Context: an optimization exercise on an open-source flow, tuned for small area, a short achievable clock period and few clock cycles. The choices shown serve that exercise and are no tape-out recipe. At most, simulation tests tie the RTL to the original design; equivalence was not proved. No activity file was given, so power comes from the tool's default toggle rates.

==> module mod, before the edit <==
module mod(input wire clk, input wire reset, input [31:0] a, input [31:0] b,
           output [31:0] result, output reg done);
	reg [31:0] r;
	reg [4:0] cnt;
	reg start, busy;
	wire [4:0] pa, pb;
	msb32 ma(.x(a), .p(pa));
	msb32 mb(.x(b), .p(pb));
	wire [5:0] s = {1'b0, pa} - {1'b0, pb};
	wire pos = ~s[5] & (s[4:0] != 5'd0);
	wire [4:0] sh = start ? 5'd0 : cnt;
	wire [31:0] x = start ? a : r;
	wire [31:0] d1 = b << sh;
	wire [31:0] d0 = {1'b0, d1[31:1]};
	wire [31:0] t1, t0;
	wire nb1, nb0;
	add32sk sub1(.a(x), .b(~d1), .cin(1'b1), .s(t1), .co(nb1));
	add32sk sub0(.a(x), .b(~d0), .cin(1'b1), .s(t0), .co(nb0));
	wire last = (sh == 5'd0);
	wire two = ~last & ~nb1;
	wire fin = start ? ~pos : (last | (two & (sh == 5'd1)));
	always @(posedge clk) begin
		if (reset) begin
			start <= 1'b1;
			busy <= 1'b0;
			done <= 1'b0;
		end else if (start | busy) begin
			start <= 1'b0;
			busy <= ~fin;
			done <= fin;
		end
	end
	always @(posedge clk) begin
		if (start) begin
			r <= pos ? a : t1;
			cnt <= s[4:0];
		end else if (busy) begin
			if (nb1)
				r <= t1;
			else if (two & nb0)
				r <= t0;
			cnt <= sh - (two ? 5'd2 : 5'd1);
		end
	end
	assign result = r;
endmodule
clock: 10.0 ns
lec_check: 0
cap_margin: 20
core_margin: 2
core_utilization: 40
setup_slack_margin: 3.5
slew_margin: 20
tns_end_percent: 100
run.sh (not shown) runs the stock make flow with config.mk's settings and CLKGATE_MAP_FILE= SYNTH_SCRIPT=/design/flow/synth_recipe.tcl, a recipe that flattens the netlist after the stock synthesis.
==> next run, changes <==
--- a/flow/design.v
+++ b/flow/design.v
@@ -31,21 +31,21 @@
 	wire [4:0] pa, pb;
 	msb32 ma(.x(a), .p(pa));
 	msb32 mb(.x(b), .p(pb));
 	wire [5:0] s = {1'b0, pa} - {1'b0, pb};
 	wire pos = ~s[5] & (s[4:0] != 5'd0);
-	wire [4:0] sh = start ? 5'd0 : cnt;
+	wire [4:0] sh = start ? (pos ? s[4:0] : 5'd0) : cnt;
 	wire [31:0] x = start ? a : r;
 	wire [31:0] d1 = b << sh;
 	wire [31:0] d0 = {1'b0, d1[31:1]};
 	wire [31:0] t1, t0;
 	wire nb1, nb0;
 	add32sk sub1(.a(x), .b(~d1), .cin(1'b1), .s(t1), .co(nb1));
 	add32sk sub0(.a(x), .b(~d0), .cin(1'b1), .s(t0), .co(nb0));
 	wire last = (sh == 5'd0);
 	wire two = ~last & ~nb1;
-	wire fin = start ? ~pos : (last | (two & (sh == 5'd1)));
+	wire fin = last | (two & (sh == 5'd1));
 	always @(posedge clk) begin
 		if (reset) begin
 			start <= 1'b1;
 			busy <= 1'b0;
 			done <= 1'b0;
@@ -54,15 +54,12 @@
 			busy <= ~fin;
 			done <= fin;
 		end
 	end
 	always @(posedge clk) begin
-		if (start) begin
-			r <= pos ? a : t1;
-			cnt <= s[4:0];
-		end else if (busy) begin
-			if (nb1)
+		if (start | busy) begin
+			if (nb1 | (last & start))
 				r <= t1;
 			else if (two & nb0)
 				r <= t0;
 			cnt <= sh - (two ? 5'd2 : 5'd1);
 		end
Effect: The new run went through all stages and came out clean. Via count climbs by about 2%. Register-to-register slack gains 0.37 ns. Power went up by about 50%. Die area stays flat. First-iteration DRC count falls by about 5%. Synthesized cell count is lower by 5.2%. Global-route usage climbs by 0.66 points. Clock power went down by 30%. Setup slack is worse by 1.0 ns. Non-clock buffer count went up by 145.
No run of this note included a check of the RTL's function; only the layout flow was run.

--- another note on this design; it stands on its own ---

Setup of tundra:
Design alu, start of the top module:
module alu(
	input wire clk,
	input wire reset,
	output reg [31:0] result,
	output done,
	input [2:0] sel,
	input [31:0] a,
	input [31:0] b
);
For scale: roughly 1400 cells after synthesis, about 40 flip-flops, roughly 100 I/O pins.
clock: 10.0 ns
lec_check: 0
cap_margin: 20
core_margin: 2
core_utilization: 55
setup_slack_margin: 3.0
slew_margin: 20
tns_end_percent: 100
standard.sh (not shown) runs the stock make flow with config.mk's settings and CLKGATE_MAP_FILE= SYNTH_SCRIPT=/design/flow/synth_recipe.tcl, a recipe that flattens the netlist after the stock synthesis.
==> flow/flow/run.sh <==
#!/bin/bash
# The standard layout, except that the port buffers are buf_4 cells: left to
# itself buffer_ports picks clkdlybuf4s50_1, a slow delay cell, for every port.
set -euo pipefail
bash standard.sh synth > make_synth.log 2>&1
bash standard.sh BUFFER_PORTS_ARGS="-buffer_cell sky130_fd_sc_hd__buf_4" finish > make_finish.log 2>&1
Testbench counts of tundra, summed over its fixed seeds: cycles 14,763.
Edits applied to the flow inputs when going from tundra to indigo:
- changing CORE_UTILIZATION from 55 to 40
==> flow/flow/run.sh <==
#!/bin/bash
# The standard layout, except that the port buffers are buf_2 cells: left to
# itself buffer_ports picks clkdlybuf4s50_1, a slow delay cell, for every port.
set -euo pipefail
bash standard.sh synth > make_synth.log 2>&1
bash standard.sh BUFFER_PORTS_ARGS="-buffer_cell sky130_fd_sc_hd__buf_2" finish > make_finish.log 2>&1
[summary]
On total number of multi-input combinational cells, tundra tracks indigo almost exactly. tundra and indigo ended up with roughly the same synthesized instance count. CTS clock-pin slew for the worst setup and hold paths of indigo is on par with tundra. From tundra to indigo the numbers moved as follows: relative contribution of the clock network to total power fell by 0.7 points; overall power consumption dropped 2.5%; highest ir drop seen on vdd lost about 50%. On number of clock buffer instances in the layout: between tundra and indigo, it ends up lower for tundra.
Input changes introduced in xenon (baseline for comparison: indigo):
- TNS_END_PERCENT changed from 100 to 20
- ABC_AREA newly set to 1
--- outcome ---
- All of indigo and xenon finish clean.
- In the reports for indigo and xenon, the smaller synthesized cell count belongs to indigo.
- xenon vs indigo: number of different library cells in the post-synthesis netlist down by more than a quarter
- Measured against xenon, the routed wire length of indigo comes out at 0.830 times the reference value.
- xenon vs indigo, timing endpoint of the critical path: result[17] vs result[0]
- Compare indigo and xenon | fraction of the mapped netlist area in simple logic gates lower: indigo

afterwards: timing with drivers on the ports:
How much do the figures lean on ideal ports? The routed layouts below were timed once more, with nothing changed but the port constraints.
Step 1, drivers: a clkbuf_16 drives clk and a buf_2 each remaining input, both assumed.
Step 2 adds t to the input delays and takes it off the output delays; t is the mean of the earliest and latest rising clock arrival at the registers after step 1. Input paths then give back, and output paths get back, about the clock's delay inside the block.
Three values: ideal, step 1, step 2; two values: the first two.
run | t (ns) | slack for setup (ns) | worst setup path after step 2
the first run of note 1 | 0.329 | 2.899 / 2.858 / 2.858 | input to output
the second run of note 1 | 0.338 | 1.851 / 1.866 / 1.528 | input to register
tundra | 0.332 | 2.929 / 2.818 / 2.818 | input to output
indigo | 0.342 | 2.882 / 2.828 / 2.828 | input to output
xenon | 0.347 | 3.150 / 3.125 / 3.125 | input to output
After both steps setup and hold are still met in every run listed. For the second run of note 1, which loses most, drivers alone change the setup slack by +0.015 ns; drivers and shift together by -0.323 ns.
